This is an optimization exercise on Yosys and OpenROAD, whose aim is small area and a short achievable clock period, not a production implementation. No functional check of the RTL was part of this run. Power is estimated from default activity; no workload was simulated.

==> design/flow/design.v <==
module mux2 #(parameter WIDTH = 8)
                      (output [WIDTH-1:0] y,
                       input [WIDTH-1:0] d0, d1,
                       input              s);
     assign y[WIDTH-1:0] = s ? d1 : d0;
endmodule
module mux3 #(parameter WIDTH = 8)
                     (output [WIDTH-1:0] y,
                         input  [WIDTH-1:0] d0, d1, d2,
                         input  [1:0]       s);
     assign y = s[1] ? d2 : (s[0] ? d1 : d0);
endmodule
module adder(output  [31:0] y,input   [31:0] a, b);
     assign y = a + b;
endmodule
module pc(output reg [31:0] PC, input clk, reset, en, input [31:0] PCNext);
    always @(posedge clk or posedge reset) begin
        if (reset) begin
            PC<=0;
        end
        else if (en) begin
            PC <= PCNext;
        end
    end
endmodule
module instruction_fetch(
		output [6:0] opcode, 
		output [11:7] rd, 
		output [14:12] funct3,
		output [19:15] rs1,
		output [24:20] rs2,
		output [31:25] funct7,
		output [31:7] imm,
		input [31:0] Instr);
	assign opcode=Instr[6:0];
	assign rd=Instr[11:7];
	assign funct3=Instr[14:12];
	assign rs1=Instr[19:15];
	assign rs2=Instr[24:20];
	assign funct7=Instr[31:25];
	assign imm=Instr[31:7];
endmodule
module extend(output reg 	[31:0] immext,
               input  		[31:7] instr,
               input  		[2:0]  immsrc);
    always@(*) begin
        case(immsrc)
            3'b000:     immext = {{20{instr[31]}}, instr[31:20]}; 
            3'b001:     immext = {{20{instr[31]}}, instr[31:25], instr[11:7]}; 
            3'b010:     immext = {{20{instr[31]}}, instr[7], instr[30:25], instr[11:8], 1'b0}; 
            3'b011:     immext = {instr[31:12], 12'b0}; 
            3'b100:     immext = {{12{instr[31]}}, instr[19:12],  instr[20], instr[30:21], 1'b0}; 
            default:   immext = 32'b0;  
        endcase
    end
endmodule
module register_file(output reg [31:0] RD1,RD2, input clk, WE3, rst, input [4:0] A1,A2,A3, input [31:0] WD3);
    reg [31:0] reg_file [31:0];
    integer i;
    always @(posedge clk or posedge rst ) begin  
        if(rst)begin  
            for(i=0;i<32;i=i+1)begin
                reg_file[i]<=32'd0;
            end
        end
        else if(!rst && WE3 && (A3!=0))begin  
            reg_file[A3]<=WD3;
        end
    end
    always @(*) begin
        RD1=reg_file[A1];
        RD2=reg_file[A2];
    end
endmodule
module branch_cond(output reg br_taken, input [0:2] br_type, input [0:31] A, B);
	always @(*) begin	
		case (br_type)
			3'b000: br_taken = (A==B)? 1:0;	 
			3'b001: br_taken = (A!=B)? 1:0;	 
			3'b010: br_taken = 0;	 
			3'b011: br_taken = 1;	 
			3'b100: br_taken = ($signed(A) < $signed(B))?  1:0;	 
			3'b101: br_taken = ($signed(A) >= $signed(B))? 1:0;	 
			3'b110: br_taken = (A<B)?  1:0;	 
			3'b111: br_taken = (A>=B)? 1:0;	 
			default: br_taken = 0;
		endcase
	end
endmodule
module alu(input [31:0] A,B,   
           input [3:0] ALU_Sel, 
           output [31:0] ALU_Out,  
           output reg zero,over_load);
    reg [31:0] ALU_Result;
    wire [32:0] tmp;
    assign ALU_Out = ALU_Result;  
    always @(*)begin
      over_load = 0;
      case(ALU_Sel)
      4'b0000:  
      begin
        ALU_Result = A + B ;
                if ((A[31] == B[31])&&(ALU_Result[31] != B[31])) over_load = 1;
                else over_load =0;
      end
      4'b0001:
      begin  
        ALU_Result = A - B ;
                if ((A[31]!=B[31])&&(ALU_Result[31] == B[31])) over_load = 1;
                else over_load =0;
      end
      4'b0100:  
        ALU_Result = A<<B[4:0]; 
      4'b0101:  
        ALU_Result = A>>B[4:0]; 
      4'b0110:  
        ALU_Result = $signed(A)>>>B[4:0];
      4'b1000:  
        ALU_Result = A & B;
      4'b1001:  
        ALU_Result = A | B;
      4'b1010:  
        ALU_Result = A ^ B;
      4'b1100:  
        ALU_Result = B;
      4'b1101:  
        ALU_Result = (A < B)?32'd1:32'd0 ;
      4'b1110:  
        ALU_Result = ($signed(A) < $signed(B))?32'd1:32'd0 ;
      default: ALU_Result = 32'b0 ;
      endcase
      if (ALU_Result == 0) zero =1;
                else zero = 0;
    end
endmodule
module data_memory(output reg [31:0] ReadData,input clk,rst, input [2:0] ReadControl, WriteControl, input [7:0] Address, input [31:0] WriteData);
    reg [31:0] data_mem_file [63:0];     
    reg [31:0] store_intermediate, load_intermediate1;
    reg signed [31:0] load_intermediate2;
    integer i;
    always @(posedge clk or posedge rst) begin  
        if(rst)
        begin
            for(i=0;i<=63;i=i+1)begin     
                data_mem_file[i]<=32'd0;
            end
        end
        else 
        begin
            case(WriteControl) 
                3'b000:begin
                    data_mem_file[Address>>2] <= ( (data_mem_file[Address>>2]) & ~(32'h000000ff<< ({3'd0,Address[1:0]}<<3) ) ) | ({24'h000000,WriteData[7:0]}<<({3'd0,Address[1:0]}<<3));
                 end             
                3'b001:begin
                    data_mem_file[Address>>2] <= ( (data_mem_file[Address>>2]) & ~(32'h0000ffff<< ({3'd0,(Address[1]),1'd0}<<3) )) | ({16'h0000,WriteData[15:0]}<<({3'd0,(Address[1]),1'd0}<<3)); 
                 end
                3'b010: data_mem_file[Address>>2] <= WriteData; 
                default: ; 
            endcase
        end
    end
    always @(*) begin
        load_intermediate1 = 0;
        load_intermediate2 = 0;
        case (ReadControl) 
            3'b000:begin
                load_intermediate1=((3-{3'd0,Address[1:0]})<<3);
                load_intermediate2=data_mem_file[Address >> 2]<<load_intermediate1;
                ReadData = load_intermediate2>>>24; 
            end
            3'b001:begin
                load_intermediate1=(2-{3'd0,(Address[1]),1'd0})<<3; 
                load_intermediate2=data_mem_file[Address >> 2]<<load_intermediate1;
                ReadData = load_intermediate2>>>16; 
            end
            3'b010: ReadData =  data_mem_file[Address >> 2]; 
            3'b100:begin
                load_intermediate1=((3-{3'd0,(Address[1:0])})<<3);
                load_intermediate2=data_mem_file[Address >> 2]<<load_intermediate1;
                ReadData = load_intermediate2>>24; 
            end
            3'b101:begin
                load_intermediate1=((2-{3'd0,(Address[1]),1'd0})<<3);
                load_intermediate2=data_mem_file[Address >> 2]<<load_intermediate1;
                ReadData = load_intermediate2>>16; 
            end
            default: begin
            ReadData = 0;
            end
        endcase
    end
endmodule
module result2 #(parameter WIDTH = 32)
                      (output [WIDTH-1:0] result2,
                       input clk, rst, en,
                       input [WIDTH-1:0] result,
                       input [1:0] s);
     reg [WIDTH-1:0] temp;
     assign result2 = (s[1]^s[0]) ? result : temp;
     always @(posedge clk or posedge rst)
        begin
          if (rst)
            temp <= 0;
          else if (en && (s[1]^s[0]))
            temp <= result;
        end
endmodule
module datapath(output [6:0] opcode,
                output [14:12] funct3, 
                output [31:25] funct7, 
                output [31:0] Result,output [31:0] Result2,
                input rst,clk, reg_wr,sel_A,sel_B,
                input [1:0] wb_sel,
                input [2:0] ImmSrc,input [3:0] alu_op, input [2:0] br_type, ReadControl, WriteControl,input test,input [7:0]test_addr,
                output zero,over_load,
                input [31:0] Instr, output [31:0] PC);
	wire [31:0] PCNext, PCPlus4, ImmExt, SrcA, RD1, RD2, SrcB, rdata, ALUResult;
	wire [24:20] rs2;
	wire [19:15] rs1;
	wire [11:7] rd;
    wire [31:7] imm;
    wire br_taken;
    wire [31:0] inpaddr_t;
    wire [31:0] Result2_t;
	assign inpaddr_t = test? test_addr:ALUResult[7:0];
	assign Result2 = test?rdata:Result2_t;
	mux2 #(32) pcnext(PCNext,PCPlus4,ALUResult,br_taken);
	pc pc_inst(PC,clk,rst,!test,PCNext);
	adder pc_plus4(PCPlus4,PC,32'd4);
	instruction_fetch ins_fetch(opcode,rd,funct3,rs1,rs2,funct7,imm,Instr);
	extend ext(ImmExt,Instr[31:7],ImmSrc);
	register_file reg_file(RD1,RD2,clk, reg_wr && !test, rst, rs1,rs2,rd, Result);
	branch_cond Br_taken(br_taken,br_type,RD1,RD2);
	mux2 #(32) srcA(SrcA,PC,RD1,sel_A);
	mux2 #(32) srcB(SrcB,RD2,ImmExt,sel_B);
	alu aalu(SrcA,SrcB,alu_op, ALUResult,zero,over_load);
	data_memory data_mem(rdata,clk,rst,ReadControl,test ? 3'b111 : WriteControl,inpaddr_t,RD2);
	mux3 #(32) result(Result,PCPlus4,ALUResult,rdata,wb_sel);
	result2 #(32) r2(Result2_t,clk,rst,!test,Result,wb_sel);
endmodule
module controller(output reg [2:0] ImmSrc, output reg [3:0] alu_op, output reg [2:0] br_type,ReadControl,WriteControl,
                    output reg reg_wr, sel_A, sel_B,
                    output reg [1:0] wb_sel,
                    input[6:0] opcode,     
                    input [14:12] funct3,  
                    input [31:25] funct7,  
                    input rst);
        reg R,Ii,S,L,B,auipc,lui,jal,jalr;
    always@(*)begin    
        if (rst)
        begin
            {R,Ii,S,L,B,auipc,lui,jal,jalr}<=0;
        end    
        else 
        begin  
            case(opcode) 
                3: {R,Ii,S,L,B,auipc,lui,jal,jalr}<= 'b000100000;                          
                19:{R,Ii,S,L,B,auipc,lui,jal,jalr}<= 'b010000000;                          
                23:{R,Ii,S,L,B,auipc,lui,jal,jalr}<= 'b000001000;                          
                35:{R,Ii,S,L,B,auipc,lui,jal,jalr}<= 'b001000000;                          
                51:{R,Ii,S,L,B,auipc,lui,jal,jalr}<= 'b100000000;                          
                55:{R,Ii,S,L,B,auipc,lui,jal,jalr}<= 'b000000100;                          
                99:{R,Ii,S,L,B,auipc,lui,jal,jalr}<= 'b000010000;                          
                103:{R,Ii,S,L,B,auipc,lui,jal,jalr}<='b000000001;                          
                111:{R,Ii,S,L,B,auipc,lui,jal,jalr}<='b000000010;                          
                default:{R,Ii,S,L,B,auipc,lui,jal,jalr}<='b000000000;
            endcase    
        end
    end
    always @(*) begin
        if (R||Ii) begin     
            casex({R,funct7[30] & (R | (funct3 == 3'b101)),funct7[25] & R,funct3}) 
                6'b100000:alu_op<=0; 
                6'b110000:alu_op<=1; 
                6'b000000:alu_op<=0; 
                6'b100001:alu_op<=4; 
                6'b000001:alu_op<=4; 
                6'b100010:alu_op<=14; 
                6'b000010:alu_op<=14; 
                6'b100011:alu_op<=13; 
                6'b000011:alu_op<=13; 
                6'b100100:alu_op<=10; 
                6'b000100:alu_op<=10; 
                6'b100101:alu_op<=5; 
                6'b000101:alu_op<=5; 
                6'b110101:alu_op<=6; 
                6'b010101:alu_op<=6; 
                6'b100110:alu_op<=9; 
                6'b000110:alu_op<=9; 
                6'b100111:alu_op<=8; 
                6'b000111:alu_op<=8; 
                default:alu_op<=0;
            endcase    
        end
        else if(lui)begin
            alu_op<=4'b1100; 
        end
        else begin
            alu_op<=0; 
        end            
    end
    always @(*) begin 
        case ({S})
            1: WriteControl<=funct3;
            default: WriteControl<=7; 
        endcase
    end
    always @(*) begin 
        case ({L})
            1: ReadControl<=funct3;
            default: ReadControl<=7; 
        endcase
    end
    always @(*) begin 
        casex({jal,jalr,B})
            3'b100: br_type <= 3 ;
            3'b010: br_type <= 3 ; 
            3'b001: br_type <= funct3 ;
            default: br_type<= 2;  
        endcase
    end
    always@(*)begin
        case({R,Ii,S,L,B,auipc,lui,jal,jalr}) 
            10'b100000000:{ImmSrc,sel_A, sel_B,wb_sel,reg_wr}<=8'b00010011; 
            10'b010000000:{ImmSrc,sel_A, sel_B,wb_sel,reg_wr}<=8'b00011011; 
            10'b001000000:{ImmSrc,sel_A, sel_B,wb_sel,reg_wr}<=8'b00111000; 
            10'b000100000:{ImmSrc,sel_A, sel_B,wb_sel,reg_wr}<=8'b00011101; 
            10'b000010000:{ImmSrc,sel_A, sel_B,wb_sel,reg_wr}<=8'b01001000; 
            10'b000001000:{ImmSrc,sel_A, sel_B,wb_sel,reg_wr}<=8'b01101011; 
            10'b000000100:{ImmSrc,sel_A, sel_B,wb_sel,reg_wr}<=8'b01111011; 
            10'b000000010:{ImmSrc,sel_A, sel_B,wb_sel,reg_wr}<=8'b10001001; 
            10'b000000001:{ImmSrc,sel_A, sel_B,wb_sel,reg_wr}<=8'b00011001; 
            default: {ImmSrc,sel_A, sel_B,wb_sel,reg_wr}<=0;
        endcase
    end
endmodule
module RV32I(output [31:0] Result,output [31:0] Result2,input clk,rst,input test,input [7:0] test_addr,output zero,overload,
             input [31:0] instr, output [31:0] pc);
wire [6:0] opcode;
wire [14:12] funct3; 
wire [31:25] funct7; 
wire br_taken,ResultSrc,reg_wr,sel_A,sel_B; 
wire [3:0] alu_op;
wire [2:0] ImmSrc, br_type, ReadControl,WriteControl;
wire [1:0] wb_sel;
wire [2:0] ReadControl_t;
assign ReadControl_t = test ? 3'b010:ReadControl;
datapath dp(opcode, funct3, funct7, Result,Result2, rst,clk,reg_wr,sel_A,sel_B, wb_sel, ImmSrc, alu_op,br_type,ReadControl_t,WriteControl,test,test_addr,zero,overload,instr,pc);
controller con(ImmSrc,alu_op,br_type,ReadControl,WriteControl, reg_wr, sel_A, sel_B, wb_sel, opcode, funct3, funct7,rst);
endmodule
==> design/flow/run.sh <==
#!/bin/bash
# synth_recipe.tcl (not shown) runs the flow's synth.tcl, then flattens the netlist and writes it again
# the make line also repeats each setting of config.mk as NAME=value (left out here)
make -C /OpenROAD-flow-scripts/flow DESIGN_CONFIG=/design/flow/config.mk WORK_HOME=/design/flow/orfs CLKGATE_MAP_FILE= SYNTH_SCRIPT=/design/flow/synth_recipe.tcl finish
==> design/flow/config.mk <==
export PLATFORM = sky130hd
export DESIGN_NAME = RV32I
export DESIGN_NICKNAME = RV32I
export VERILOG_FILES = /design/flow/design.v
export SDC_FILE = /design/flow/constraint.sdc
export NUM_CORES = 8
export LEC_CHECK = 0
export CAP_MARGIN = 20
export CORE_MARGIN = 2
export CORE_UTILIZATION = 40
export SLEW_MARGIN = 20
==> design/flow/constraint.sdc <==
create_clock -name core_clock -period 22.0 [get_ports {clk}]
set_input_delay 4.4000 -clock core_clock [delete_from_list [all_inputs] [get_ports {clk}]]
set_output_delay 4.4000 -clock core_clock [all_outputs]
set_load 0.01 [all_outputs]
==> key figures <==
Clock tree
  – Root Buffer: clkbuf_16
  – Clock Sink Count: 3136
  – Skew-Pair Late Insertion Delay: 1.05 ns
  – Setup repair bufs after CTS: 0
  – CTS Buf Count: 352
  – Reg clk slew, reported paths: 0.05 ns
  – CTS max path bufs: 4
  – H-tree Lvls: 5
  – # resized after CTS: 0
  – CTS tree: built
  – Hold Buf Count CTS: 0

Job
  – Max cap viols: 0

Global routing
  – Pin count of the biggest net entering global routing: 180
  – Gr ovfl total: 0
  – Vias in the first global route: 142000
  – Initial antenna violation count: 78
  – Total Routing Usage GR: 41.9%
  – First-pass GRT wire length: 1170000 um

STA
  – Worst slew margin: 12.8%
  – Final setup fails: 0
  – Slew Viols, Final: 0
  – Hold Slack: 0.407 ns
  – RSZ-0062 raised after global routing: no
  – Final Hold Viols: 0
  – Tcrit/Tclk final: 98.8%
  – Setup TNS: 0 ns
  – Max frequency: 46.0 MHz
  – Final Skew: 0.112 ns
  – Final min period: 21.74 ns
  – Slew @ Worst Pin: 1.30 ns
  – Post-route setup slack: 0.260 ns

Placed design
  – I/O Buffers: 140
  – Placed cell areas: 165000 sq um
  – Post-DP HPWL: 556000 um
  – Pre-CTS setup slack: 1.15 ns
  – Routability cong.: 1.12

Detailed routing
  – Top layer in use: met5
  – Metal-1 WL: 312000 um
  – Met3 WL: 127000 um
  – Routed wire length: 852000 um
  – Wire length per cell: 37.9 um
  – TritonRoute pass-1 iters: 17
  – Number of vias per cell: 6.87
  – ANT nets after route: 0
  – Vias post-DR: 154000
  – Routed wl met2: 334000 um
  – Drt initial violations: 26200
  – Post-route DRC: 0

Final layout
  – Share of cells above drive strength 1: 11.8%
  – Filler Cell Count: 37700
  – P&R area growth vs syn: 14.2%
  – Final instance area: 178000 sq um
  – FF/Latch Area: 78500 sq um
  – Multi-input logic area: 71800 sq um
  – Post-layout nets: 17100

Critical path
  – Flop-to-flop setup slack: 9.69 ns
  – CP max FO: 33
  – CP endpoint kind: primary output
  – Most frequent CP cell: buf_4
  – CP top delay family: compound AO/OA/AOI/OAI gates
  – Setup CP Type: in2out
  – CP Launch Type: primary input
  – Required @ worst endpoint: 17.60 ns
  – CP arrival: 17.34 ns
  – Slowest cell on the critical path: nor4_1
  – Slowest stage delay, CP: 1.00 ns
  – Crit path buffers/inverters: 10

Power
  – Pwr Total: 14700 uW
  – P_sw: 4650 uW
  – Sw frac: 31.7%
  – Pint: 10000 uW
  – Peak supply drop: 0.0000768 V
  – Clock share of power: 43.2%
  – Static Leak: 0.0774 uW
  – PD cells: 82.4 nW/um^2
  – Sequential share of power: 40.0%
  – Combinational share of power: 16.9%

Logic synthesis
  – Mapped Avg Cell Area: 8.98 sq um
  – Register area share after synthesis: 50.3%
  – Synth Area in Compound Gates: 22.9%
  – Xor/xnor share of the synthesized area: 0.180%
  – Post-synth EDFFs: 0
  – Netlist cell types: 111
  – Post-synthesis instance total: 17400
  – Ys flop type: dfrtp_1
  – Largest area contributor in the netlist: dfrtp_1
  – Largest family of logic cells by synthesized area: compound AO/OA/AOI/OAI gates
  – Post-synth ARST share: 100%
  – Synth top area share: 50.3%
  – Top cells by area, synth: dfrtp_1 (50%), nand2_1 (7.8%), o21ai_0 (7.4%)
  – Syn Nets: 17500
  – Post-synthesis adder-cell area fraction: 1.10%
  – Simple-gate share of the synthesized area: 17.4%
  – Synth Cell Area: 156000 sq um
  – Multiplexer share of the synthesized area: 3.04%
  – Commonest cells post-synth: nand2_1 (3249), dfrtp_1 (3136), o21ai_0 (2314)
  – Most numerous cell in the Yosys netlist: nand2_1
  – Yosys reg bits: 3136
  – Synth Warn #: 11

Die
  – Core Area: 389000 sq um
  – Die area: 395000 sq um
  – Initial Util: 40.1%
  – Number of core rows: 229
  – Die height: 628 um
  – Die width: 628 um
  – Num ports: 141

Run status
  – Run status: complete, no violations

Min path
  – Hold Crit Class: reg2reg
==> routing by layer <==
layer,global-route usage (%),vias to the layer above
li1,-,61900
met1,53.9,75500
met2,56.7,13100
met3,16.2,3760
met4,30.7,42
met5,0.0121,-
==> stage by stage <==
stage / std cells / util, %
after floorplan: 17400 / -
after global placement: 21800 / 42.6
after detailed placement: 21800 / 42.6
after CTS: 22400 / 45.7
after global routing: 22400 / 45.8
final: 22500 / 45.8
==> cell families (layout without fill, tap and decap cells) <==
kind of cell,Yosys count,count (layout)
adders and majority gates,136,136
other,0,71
AOI/OAI and AO/OA,5671,5671
muxes,446,446
and+or+nand+nor,6006,6006
xor gates and xnor gates,32,32
DFF,3136,3136
buffers and inverters,1923,1784
==> final cells by class <==
class / instances / area share, %
tap: 5197 / 3.65
inverter: 231 / 0.490
multi-input combinational: 12300 / 40.4
clock buffer: 492 / 5.73
antenna: 71 / 0.0998
clock inverter: 138 / 1.11
sequential: 3136 / 44.1
timing repair buffer: 923 / 4.45
==> worst register-to-register path: cells and delay by family (launching register included) <==
family | cells | cell delay (ns)
adder cells (fa/ha/maj) | 1 | 0.43
AND/OR/NAND/NOR | 9 | 2.52
buffers and inverters | 7 | 2.66
XOR/XNOR | 1 | 0.16
flip-flops | 1 | 0.46
AO/OA/AOI/OAI | 15 | 5.84
==> power by group through the flow <==
stage / Combinational (uW) / Sequential (uW) / Clock [uW]
floorplan: 1110 / 5980 / 0
global placement: 2320 / 5960 / 0
detailed placement: 2320 / 5960 / 0
CTS: 2320 / 5850 / 6310
global route: 2470 / 5860 / 6550
finish: 2470 / 5860 / 6330
==> cell usage in the layout, fill, tap and decap left out, types with 139 or more instances in the layout <==
cell type,n
a22oi_1,1011
mux2_2,185
a221oi_1,142
o21ai_1,337
clkbuf_16,356
inv_1,225
mux2i_1,252
nand2_1,3154
buf_4,724
nor3_1,139
o21ai_0,2313
nand3_1,403
nor2_1,730
dfrtp_1,3136
a22o_1,217
nand4_1,488
and3_1,364
a21oi_1,615
==> flip-flops by register name, summed over array words and instances (netlist names) <==
name                       cells
dp.pc_inst.PC                 32
dp.r2.temp                    32
dp.reg_file.reg_file        1024
dp.data_mem.data_mem_file   2048
==> path summary, 6_finish.rpt <==
| check | startpoint | to | cells past startpoint |
|---|---|---|---|
| max in group asynchronous | rst | dp.data_mem.data_mem_file[51][29] | 7 |
| setup / recovery | instr[24] | Result[2] | 36 |
| hold / removal | dp.reg_file.reg_file[0][15] | dp.reg_file.reg_file[0][15] | 0 |
| setup reg to reg | dp.reg_file.reg_file[26][1] | dp.data_mem.data_mem_file[4][20] | 33 |
| hold reg to reg | dp.reg_file.reg_file[0][15] | dp.reg_file.reg_file[0][15] | 0 |
| min in group asynchronous | rst | dp.pc_inst.PC[30] | 2 |

port drivers added, routing unchanged:
Ports are ideal in the flow. The routed layout listed here was re-timed in OpenROAD.
Step 1 assumes that a clkbuf_16 drives the clock port and a buf_2 every other input.
Step 2 times the ports against the registers' clock, not the clock port: input delays grow and output delays shrink by t, the midpoint of the rising clock arrivals with the driver on.
Three values: ideal, step 1, step 2; two values: the first two.
t, ns: 1.106
setup WS [ns]: 0.260 / 0.229 / 0.229
hold WS [ns]: 0.407 / 0.407 / 0.407
After both steps setup and hold are still met in this run. The setup slack of this run moves by -0.031 ns with the drivers and by -0.031 ns with both steps.
